This is an optimization exercise on Yosys and OpenROAD, whose aim is small area, not a production implementation. In this exercise RTL edits were held to simulation tests only and were not proved equivalent to the original. Power and IR drop assume default switching activity.

[flow/run.sh]
#!/bin/bash
# synth_recipe.tcl (not shown) runs the flow's synth.tcl, then flattens the netlist and writes it again
# the make line also repeats each setting of config.mk as NAME=value (left out here)
make -C /OpenROAD-flow-scripts/flow DESIGN_CONFIG=/design/flow/config.mk WORK_HOME=/design/flow/orfs CLKGATE_MAP_FILE= SYNTH_SCRIPT=/design/flow/synth_recipe.tcl finish
[flow/config.mk]
export PLATFORM = sky130hd
export DESIGN_NAME = Audio
export DESIGN_NICKNAME = Audio
export VERILOG_FILES = /design/flow/design.v
export SDC_FILE = /design/flow/constraint.sdc
export NUM_CORES = 4
export LEC_CHECK = 0
export CAP_MARGIN = 20
export CORE_MARGIN = 2
export CORE_UTILIZATION = 40
export SLEW_MARGIN = 20
[flow/constraint.sdc]
create_clock -name core_clock -period 7.0 [get_ports {CLOCK_50}]
set_input_delay 1.4000 -clock core_clock [delete_from_list [all_inputs] [get_ports {CLOCK_50}]]
set_output_delay 1.4000 -clock core_clock [all_outputs]
set_load 0.01 [all_outputs]
[flow/design.v]
module SevenSegmentDisplay(
    input [7:0] data,
    input show,
    output [6:0] hex0,
    output [6:0] hex1
);
    wire [6:0] seg0, seg1;
    assign seg0[0] = ~(data[0] ^ data[3]);
    assign seg0[1] = (data[0] & ~data[1]) ^ data[3];
    assign seg0[2] = ~data[0] & data[3];
    assign seg0[3] = ~data[0] & ~data[3];
    assign seg0[4] = ~data[3];
    assign seg0[5] = data[0] & (data[1] ^ data[3]);
    assign seg0[6] = ~data[0] & data[3];
    assign seg1[0] = (data[4] & ~data[5]) ^ data[6];
    assign seg1[1] = data[4] & data[6];
    assign seg1[2] = ~data[4] & data[5];
    assign seg1[3] = (data[4] & ~data[5]) ^ data[6];
    assign seg1[4] = data[4] | ~data[5];
    assign seg1[5] = ~data[6];
    assign seg1[6] = ~data[5] & ~data[6];
    assign hex0 = seg0 | {7{~show}};
    assign hex1 = seg1 | {7{~show}};
endmodule
module KeyToNote(
    input clock, reset,
    input [7:0] data,
    output is_note,
    output [16:0] half_period
);
    assign is_note = (data == 8'h15) | (data == 8'h1D) | (data == 8'h24) |
                     (data == 8'h2D) | (data == 8'h2C) | (data == 8'h35) |
                     (data == 8'h3C) | (data == 8'h43) | (data == 8'h44) |
                     (data == 8'h4D) | (data == 8'h54) | (data == 8'h5B);
    reg [3:0] held;
    wire [3:0] key_idx = {data[1] ^ data[5], data[4], data[3], data[0]};
    wire [3:0] idx = is_note ? key_idx : held;
    always @(posedge clock)
        if (reset)
            held <= 4'd1;
        else
            held <= idx;
    localparam [17*16-1:0] TABLE = {
        17'd50618,   
        17'd67568,   
        17'd71585,   
        17'd0,   
        17'd80352,   
        17'd75842,   
        17'd63775,   
        17'd85130,   
        17'd90192,   
        17'd0,   
        17'd95555,   
        17'd53628,   
        17'd56817,   
        17'd0,   
        17'd0,   
        17'd60196    
    };
    assign half_period = TABLE[idx*17 +: 17];
endmodule
module SquareCode(
    input clock, reset,
    input enable,
    input [16:0] half_period,
    input [15:0] volume_n,
    output [15:0] square_wave,
    output reg wr
);
    reg [16:0] counter;
    reg square;
    wire hit = counter >= half_period;
    always @(posedge clock)
        if (hit || !enable)
            counter <= 17'd0;
        else
            counter <= counter + 17'd1;
    always @(posedge clock)
        if (reset) begin
            wr     <= 1'b0;
            square <= 1'b0;
        end
        else begin
            wr <= hit && enable;
            if (hit && enable)
                square <= ~square;
        end
    wire gate = square & enable;
    assign square_wave = ~volume_n & {16{gate}};
endmodule
module ps2_keyboard(
    input reset,
    input clock,
    input ps2_clk,
    input ps2_dat,
    output valid_data,
    output fe,
    output [7:0] data
);
    reg ph;
    reg [2:0] cnt;
    always @(posedge clock)
        if (reset) begin
            ph  <= 1'b1;
            cnt <= 3'd0;
        end
        else if (ph ^ ps2_clk) begin
            if (ph)
                cnt <= (cnt == 3'd0) ? 3'd0 : cnt + 3'd1;
            else
                cnt <= (cnt == 3'd7) ? 3'd7 : cnt + 3'd1;
        end
        else begin
            ph  <= ~ph;
            cnt <= (ph || cnt == 3'd7) ? 3'd3 : 3'd0;
        end
    assign fe = ph && (cnt == 3'd7);
    reg [3:0] st;
    reg [8:0] shift_reg;
    assign data = shift_reg[7:0];
    assign valid_data = (st == 4'd11);
    wire receiving = (st <= 4'd8);
    always @(posedge clock)
        if (reset)
            st <= 4'd15;
        else if (fe) begin
            if (st == 4'd9)
                st <= (ps2_dat && (shift_reg[8] == ~^shift_reg[7:0])) ? 4'd11 : 4'd15;
            else if (receiving)
                st <= st + 4'd1;
            else
                st <= ps2_dat ? 4'd15 : 4'd0;
        end
    always @(posedge clock)
        if (reset)
            shift_reg <= 9'd0;
        else if (fe && receiving)
            shift_reg <= {ps2_dat, shift_reg[8:1]};
endmodule
module Audio(
    input CLOCK_50,
    input [3:0] KEY,
    input ps2_clock,
    input ps2_data,
    output [6:0] HEX0, HEX1,
    output [15:0] square_wave,
    output wr
);
    reg [2:0] rst_sync, vp_sync, vm_sync;
    always @(posedge CLOCK_50) begin
        rst_sync <= {rst_sync[1:0], KEY[0]};
        vp_sync  <= {vp_sync[1:0],  KEY[1]};
        vm_sync  <= {vm_sync[1:0],  KEY[2]};
    end
    wire reset        = rst_sync[1] & ~rst_sync[2];
    wire volume_plus  = vp_sync[1]  & ~vp_sync[2];
    wire volume_minus = vm_sync[1]  & ~vm_sync[2];
    reg [15:0] vol_n;
    wire        vol_ch = volume_plus | volume_minus;
    wire        low_dn = volume_minus;           
    wire [12:0] low_t  = vol_n[12:0] ^ {13{low_dn}};
    wire [13:0] low_c;
    assign low_c[0] = vol_ch;
    genvar gi;
    generate for (gi = 0; gi < 13; gi = gi + 1) begin : lowc
        assign low_c[gi+1] = low_c[gi] & low_t[gi];
    end endgenerate
    wire [2:0] high_t = vol_n[15:13] ^ {3{~low_dn}};
    wire [3:0] high_c;
    assign high_c[0] = vol_ch & ~low_c[13];
    generate for (gi = 0; gi < 3; gi = gi + 1) begin : highc
        assign high_c[gi+1] = high_c[gi] & high_t[gi];
    end endgenerate
    always @(posedge CLOCK_50)
        if (reset)
            vol_n <= 16'h8000;
        else
            vol_n <= vol_n ^ {high_c[2:0], low_c[12:0]};
    wire fe;
    wire valid;
    wire [7:0] data;
    ps2_keyboard PS2Keyboard(
        .clock      (CLOCK_50),
        .reset      (reset),
        .ps2_clk    (ps2_clock),
        .ps2_dat    (ps2_data),
        .data       (data),
        .valid_data (valid),
        .fe         (fe)
    );
    reg brk, on;
    always @(posedge CLOCK_50)
        if (reset) begin
            brk <= 1'b0;
            on  <= 1'b0;
        end
        else begin
            if (fe && valid)
                brk <= (data == 8'hF0);
            if (valid)
                on <= ~brk;
        end
    wire is_note;
    wire [16:0] half_period;
    KeyToNote KeyToNote(
        .clock       (CLOCK_50),
        .reset       (reset),
        .data        (data),
        .is_note     (is_note),
        .half_period (half_period)
    );
    SquareCode SquareCode(
        .clock       (CLOCK_50),
        .reset       (reset),
        .enable      (on),
        .half_period (half_period),
        .volume_n    (vol_n),
        .square_wave (square_wave),
        .wr          (wr)
    );
    SevenSegmentDisplay SSeg(
        .data    (data),
        .show    (on & is_note),
        .hex0    (HEX0),
        .hex1    (HEX1)
    );
endmodule
==> flow_summary.yaml <==
run_status:
  status: "finished clean"
cells_and_area:
  layout_common_cells: "nor2_1, dfxtp_1, ha_1"
  multiInputGateArea_sq_um: 2719
  synthToLayoutAreaGrowth_pct: 14.39
  design_area_sq_um: 4882
  register_area_sq_um: 1341
  layout.cells.non_filler: 686
  final_common_cell: "nor2_1"
  diodes: 0
  largest_reg_flops: 17
  layout-drive-gt1-share: 0.06364
  layout.nets: 600
  n_fill_cell: 992
floorplan:
  io_pins: 38
  row_count: 37
  die_w_um: 107.3
  dieArea_sq_um: 11510
  initial_core_util: 0.4134
  core_sq_um: 10320
  die_h_um: 107.3
worst_setup_path:
  worstSetupEndpointType: "flop"
  crit_buf_inv: 3
  crit_family: "compound AO/OA/AOI/OAI gates"
  max_stage_delay_ns: 0.73
  cp.required_ns: 7.20
  path_cells: "inv_1 -> ha_1 -> a222oi_1 -> o22ai_1 -> nor3_4 -> o21ai_0 -> inv_1 -> ha_1 -> inv_1 -> a311oi_1 -> a21oi_1 -> a31o_2 -> ha_1 -> nand4_1 -> o311ai_0 -> a21o_1 -> nor2_1"
  crit_arrival_ns: 5.86
  slowest_stage: "o311ai_0"
  critPathMaxFanout: 19
  critPathLaunchType: "flop"
  critPathKind: "reg2reg"
route:
  wl_per_cell_um: 12.82
  drt_iter0_markers: 158
  ant_nets: 0
  vias: 3480
  first_pass_iters: 4
  routed_wl_um: 8797
  viasPerCell: 5.073
  drc_errors: 0
logic_synthesis:
  ys_seq_elements: 67
  synth_cell_types: 64
  yosysSeqAreaShare: 0.3143
  netlist_area_sq_um: 4268
  synthFlopType: "dfxtp_1"
  synth-edff-count: 0
  synth.avg_cell_area_sq_um: 8.239
  async_flop_share: 0
  postSynthCellCount: 518
  synth_warnings: 4
  syn-num-nets: 573
timing:
  fin_crit_sh: 0.8081
  slew_viol_final: 0
  hold_ws_ns: 0.3268
  timing.final.ws_setup_ns: 1.343
  fin_skew_ns: 0.01132
  max_freq_ghz: 0.1768
  rsz0062_at_grt: "false"
  maxSlewHeadroom: 0.3916
  fin_tns_setup_ns: 0
  hold_viol_final: 0
  setup_viol: 0
  min_period_ns: 5.657
  tightest_slew_ns: 0.8872
power_and_ir_drop:
  ir_worst_vdd_v: 0.0001536
  leakagePower_uw: 0.001951
  power-per-cell-area_nw_per_um2: 180.6
placed_design:
  io_buffers: 36
  routabilityCongestion: 0.8036
  dp_hpwl_um: 6528
  dpl_worst_slack_ns: 1.359
  place_inst: 670
  post_dp_cell_area_sq_um: 4697
clock_network:
  cts.sinks: 67
  cts.path.max_buffers: 2
  clkLatencyLatePin_ns: 0.34
  ctsResizeCount: 0
  numCtsBuffers: 9
  holdBufCountCts: 0
  cts_tree: "yes"
  cts-root-buf: "clkbuf_8"
  post_cts_buffers: 0
  htree_levels: 3
  cts.clk_slew.worst_paths_ns: 0.07
global_route:
  antenna_found_initial: 0
  grt_max_degree: 20
  grt_pass1_wl_um: 14910
  track_usage: 0.1595
  grt_pass1_vias: 3246
  gr-total-overflow: 0
run:
  drv_cap: 0
min_path:
  hold_path_class: "reg2reg"
cells by family after synthesis:
| kind of cell | after synthesis | share of synthesized area |
|---|---|---|
| AO/OA/AOI/OAI | 106 | 0.1642 |
| XOR/XNOR | 39 | 0.08003 |
| adder cells (fa/ha/maj) | 48 | 0.1407 |
| buffers and inverters | 46 | 0.04925 |
| flip-flops | 67 | 0.3143 |
| multiplexers | 12 | 0.03166 |
| AND/OR/NAND/NOR | 200 | 0.2199 |
routing by layer:
metal / share of wire / track usage / vias to the layer above
met5: 0 / 0 / -
met3: 0.032 / 0.03753 / 9
li1: - / - / 1839
met1: 0.51 / 0.2163 / 1582
met4: 0.011 / 0.05288 / 0
met2: 0.45 / 0.2491 / 50
per-stage QoR:
stage,total power [uW],util
floorplan,545.6,-
global placement,582.0,0.4545
detailed placement,587.1,0.4550
CTS,894.7,0.4729
global route,936.5,0.4729
finish,881.9,0.4729
synthesized netlist by cell type, types with 2 or more instances:
cell type  count  area [sq um]
a32o_1         2         20.02
nor2_1        94         352.8
o211ai_1       3         22.52
or3_1          4         25.02
o22ai_1        2         12.51
nand3b_1       3         22.52
nand2b_1      11         68.82
nand2_1       41         153.9
o21ai_0       20         100.1
buf_2          3         15.01
mux2i_1        6         60.06
or3b_2         2         17.52
ha_1          48         600.6
a311oi_1       2         17.52
nor3_1         3         15.01
a21o_1        13         97.59
a22oi_1        6         45.04
o311ai_0       3         26.28
a211oi_1       2         15.01
nand4_1        8         50.05
xor2_1        16         140.1
buf_4          2         15.01
mux2_4         2         30.03
inv_1         22         82.58
dfxtp_1       67          1341
a31oi_1        3         18.77
mux2_2         4         45.04
and3_1         2         12.51
clkbuf_1      15         56.30
o2bb2ai_1      3         26.28
nand3_1       16         80.08
a21oi_1       32         160.2
xnor2_1       23         201.4
nor2b_1        4         25.02
buf_6          2         22.52
final cells by class:
cell class,count,area share
Clock buffer,11,0.02691
Inverter,23,0.01768
Timing Repair Buffer,39,0.07791
Clock inverter,5,0.01102
Sequential cell,67,0.2747
Multi-Input combinational cell,405,0.5569
Tap cell,136,0.03485
worst paths after layout:
kind                                          from                                end  slack [ns]  cells past startpoint
min                             vp_sync[0]$_DFF_P_                 vp_sync[1]$_DFF_P_        0.33                      0
max reg2reg  PS2Keyboard.shift_reg[3]$_SDFFE_PP0P_  SquareCode.counter[16]$_SDFF_PP0_        1.34                     17
max          PS2Keyboard.shift_reg[3]$_SDFFE_PP0P_  SquareCode.counter[16]$_SDFF_PP0_        1.34                     17
min reg2reg                     vp_sync[0]$_DFF_P_                 vp_sync[1]$_DFF_P_        0.33                      0
power breakdown:
part	switching (uW)	total, uW	internal, uW
sequential	40.9	456	415
combinational	56.7	122	65.4
clock	140	304	163
worst register-to-register path, stage by stage (launching register included):
cell	delay [ns]
dfxtp_1	0.60
inv_1	0.19
ha_1	0.28
a222oi_1	0.32
o22ai_1	0.18
nor3_4	0.60
o21ai_0	0.48
inv_1	0.30
ha_1	0.18
inv_1	0.05
a311oi_1	0.26
a21oi_1	0.07
a31o_2	0.25
ha_1	0.28
nand4_1	0.10
o311ai_0	0.73
a21o_1	0.53
nor2_1	0.11

[re-timing with driven ports]
The results above use ideal ports. As a check the final layout listed here was re-extracted and re-timed, cells and wires unchanged. Step 1 (the two cells are an assumption about what drives the block):
set clk [get_ports {CLOCK_50}]
set_driving_cell -lib_cell sky130_fd_sc_hd__clkbuf_16 $clk
set_driving_cell -lib_cell sky130_fd_sc_hd__buf_2 [delete_from_list [all_inputs] $clk]
Step 2 also shifts input and output timing later by t, the mid clock arrival at the registers, as if the neighbouring blocks saw the same clock. a / b / c = ideal ports / drivers / drivers and shift; a / b = the first two.
shift t [ns]: 0.364
setup slack, ns: 1.343 / 1.343 / 1.343
worst hold slack (ns): 0.327 / 0.327 / 0.327
worst register clock-pin slew, ns: 0.07 / 0.07
worst data-port slew with drivers (ns): 0.03
After both steps setup and hold are still met in this run. For this run, drivers alone change the setup slack by 0.000 ns; drivers and shift together by 0.000 ns.
